This is an optimization exercise on Yosys and OpenROAD, whose aim is small area and a short achievable clock period, not a production implementation. Only simulation tests tie the RTL to the original design; equivalence was not proved. Power and IR drop assume default switching activity.

Setup of east:
## gen_pack_TSE
module gen_pack_TSE (
input clk_i,
input srst_i,
input [9:0]gen_address_AvMM_S_i,
input gen_write_AvMM_S_i,
input [31:0]gen_writedata_AvMM_S_i,
input gen_read_AvMM_S_i,
output [31:0]gen_readdata_AvMM_S_o,
output gen_readdatavalid_AvMM_S_o,
output gen_waitrequest_AvMM_S_o,
input [31:0]gen_readdata_AvMM_M_i,
input gen_waitrequest_AvMM_M_i,
output [7:0]gen_address_AvMM_M_o,
output gen_write_AvMM_M_o,
output [31:0]gen_writedata_AvMM_M_o,
output gen_read_AvMM_M_o,
input  gen_ready_i,
output [7:0]gen_data_o,
output gen_valid_o,
output gen_startofpacket_o,
output gen_endofpacket_o
);
localparam [31:0] VAL_NOT_FOUND         = 32'h404;
localparam [31:0] TSE_REG_VAL_RESET     = 32'h2008;
localparam [31:0] TSE_REG_VAL_RESET_COR = 32'h8;
localparam [31:0] TSE_REG_VAL_2_COMCONF = 32'h900001b;
localparam [13:0] GEN_VAL_PART_OF_SEC   = 14'h30d4;
localparam [2:0] IDLE         = 3'b000,
                 WORK_REG     = 3'b001,
                 WORK_RAM     = 3'b010,
                 TSE_RW       = 3'b011,
                 INIT_TSE_ST  = 3'b100,
                 INIT_TSE_RD  = 3'b101,
                 INIT_TSE_WR  = 3'b110,
                 INIT_TSE_CHK = 3'b111;
localparam [1:0] IDLE_ST = 2'b00,
                 SOP     = 2'b01,
                 SEND    = 2'b10,
                 EOP     = 2'b11;
logic [31:0] control, count_pack_reg, time_work, rand_val_speed;
logic [31:0] rdata_s;
logic        rvalid_s;
logic        waitreq_s;
logic [7:0]  addr_m;
logic        write_m;
logic [31:0] wdata_m;
logic        read_m;
logic        we_tv;
  ...
Size: roughly 7300 cells after synthesis, ~2700 flip-flops, about 170 I/O pins, roughly 0.11 mm² of cells after synthesis.
export LEC_CHECK = 0
export CAP_MARGIN = 20
export CORE_MARGIN = 2
export CORE_UTILIZATION = 60
export CTS_BUF_LIST = sky130_fd_sc_hd__clkbuf_16
export CTS_CLUSTER_DIAMETER = 50
export CTS_CLUSTER_SIZE = 28
export PLACE_DENSITY = 0.7
export SETUP_SLACK_MARGIN = 5
export SLEW_MARGIN = 20
export TNS_END_PERCENT = 100
create_clock -name core_clock -period 8.0 [get_ports {clk_i}]
run.sh (not shown) runs the stock make flow with config.mk's settings and CLKGATE_MAP_FILE= SYNTH_SCRIPT=/design/flow/synth_recipe.tcl, a recipe that flattens the netlist after the stock synthesis.
diff inputs: east => north
-- flow/design.v --
<<< east, line 505
  end
end
function automatic [10:0] pow2_below(input [10:0] r, input bit top1024);
  logic [10:0] gt;
  integer k;
  for (k = 1; k <= 10; k = k + 1)
    gt[k] = (|(r >> (k + 1))) | (r[k] & (|(r & ((11'h1 << k) - 11'h1))));
  gt[0] = 1'b0;
  if (!top1024) gt[10] = 1'b0;
  pow2_below = 11'h0;
  for (k = 1; k <= 10; k = k + 1)
    if (gt[k]) pow2_below = 11'h1 << k;
endfunction
wire [10:0] rr_left = rand_range - rand_range_1;
wire        rr_go   = (rand_range != 11'h0);
function automatic [10:0] or_up(input [10:0] v);
  integer k;
  for (k = 0; k < 11; k = k + 1) or_up[k] = |(v & ((11'h2 << k) - 11'h1));
endfunction
wire [10:0] rand_range_1_n = (rr_go && !flag_range_1_ready) ? pow2_below(rand_range, 1'b1) : rand_range_1;
wire wr_rvs = wr_reg & (a_s[1:0] == 2'd3);
logic [10:0] base_k, base_w;
>>> north, line 505
  end
end
function automatic [10:0] pow2_mask(input [10:0] r, input bit top1024);
  logic [11:0] gt;
  integer k;
  gt = 12'h0;
  for (k = 1; k <= 10; k = k + 1)
    gt[k] = (|(r >> (k + 1))) | (r[k] & (|(r & ((11'h1 << k) - 11'h1))));
  if (!top1024) gt[10] = 1'b0;
  pow2_mask[0] = 1'b0;
  for (k = 1; k <= 10; k = k + 1)
    pow2_mask[k] = gt[1] & ~gt[k + 1];
endfunction
function automatic [10:0] low_bit(input [10:0] m);
  low_bit = m & ~(m << 1);
endfunction
wire [10:0] rr_left = rand_range - rand_range_1;
wire        rr_go   = (rand_range != 11'h0);
wire        rr1_set = rr_go && !flag_range_1_ready;
wire [10:0] m1_new  = pow2_mask(rand_range, 1'b1);
wire [10:0] rand_range_1_n = rr1_set ? low_bit(m1_new) : rand_range_1;
wire wr_rvs = wr_reg & (a_s[1:0] == 2'd3);
logic [10:0] base_k, base_w;
<<< east, line 554
    end
    rand_range_1 <= rand_range_1_n;
    m1           <= or_up(rand_range_1_n);
    if (rr_go) begin
      if (!flag_range_1_ready)
        flag_range_1_ready <= 1'b1;
      else if (!flag_range_2_ready) begin
        rand_range_2       <= pow2_below(rr_left, 1'b0);
        m2                 <= or_up(pow2_below(rr_left, 1'b0));
        flag_range_2_ready <= 1'b1;
      end
>>> north, line 555
    end
    rand_range_1 <= rand_range_1_n;
    if (rr1_set) m1 <= m1_new;
    if (rr_go) begin
      if (!flag_range_1_ready)
        flag_range_1_ready <= 1'b1;
      else if (!flag_range_2_ready) begin
        rand_range_2       <= low_bit(pow2_mask(rr_left, 1'b0));
        m2                 <= pow2_mask(rr_left, 1'b0);
        flag_range_2_ready <= 1'b1;
      end
### Flow results
north reached the end of the flow, and the finished layout is clean on the timing, design-rule and antenna checks.
| number of non-clock buffers in the layout | lower: east |
Changes observed in north relative to east: critical-path maximum fanout shrank by 4; basic-gate share of the synthesized area counting and, or, nand and nor cells shrank by 0.58 points.
Comparing north and east, the higher summed instance area of the synthesized netlist was measured on east.
Diff east -> north: global-route wire length before repair went up by 3.8 mm; total area of sequential cells flat; layout overhead on the synthesized area held; final critical path time including I/O delays and setup moved up.
Synthesized cell count: north lower than east
Utilization after layout up 0.38 points in north wrt east
Overall power: east vs north, no meaningful difference
north ended with less share of power burned in the clock network than east.

static timing again, ports no longer ideal:
No port has a modelled driver above. Below, the same layouts with a new extraction and two added sets of constraints. Step 1 assumes that a clkbuf_16 drives the clock port and a buf_2 every other input. Step 2, shift: input delay + t, output delay - t, t = (earliest + latest rising clock arrival at the registers) / 2. This alone moves slack from input paths to output paths. Slacks: no drivers / after step 1 / after step 2; pairs: no drivers / after step 1.
| run | t, ns | slack for setup (ns) | clock arrival spread, ns | worst register clock-pin slew, ns | worst data-port slew with drivers (ns) |
|---|---|---|---|---|---|
| east | 0.966 | 4.845 / 4.781 / 4.106 | 0.068 / 0.068 | 0.11 / 0.11 | 0.09 |
| north | 0.980 | 4.760 / 4.735 / 3.999 | 0.072 / 0.073 | 0.11 / 0.11 | 0.14 |
After both steps every run listed still meets setup and hold. For north, which loses most, drivers alone change the setup slack by -0.025 ns; drivers and shift together by -0.761 ns.
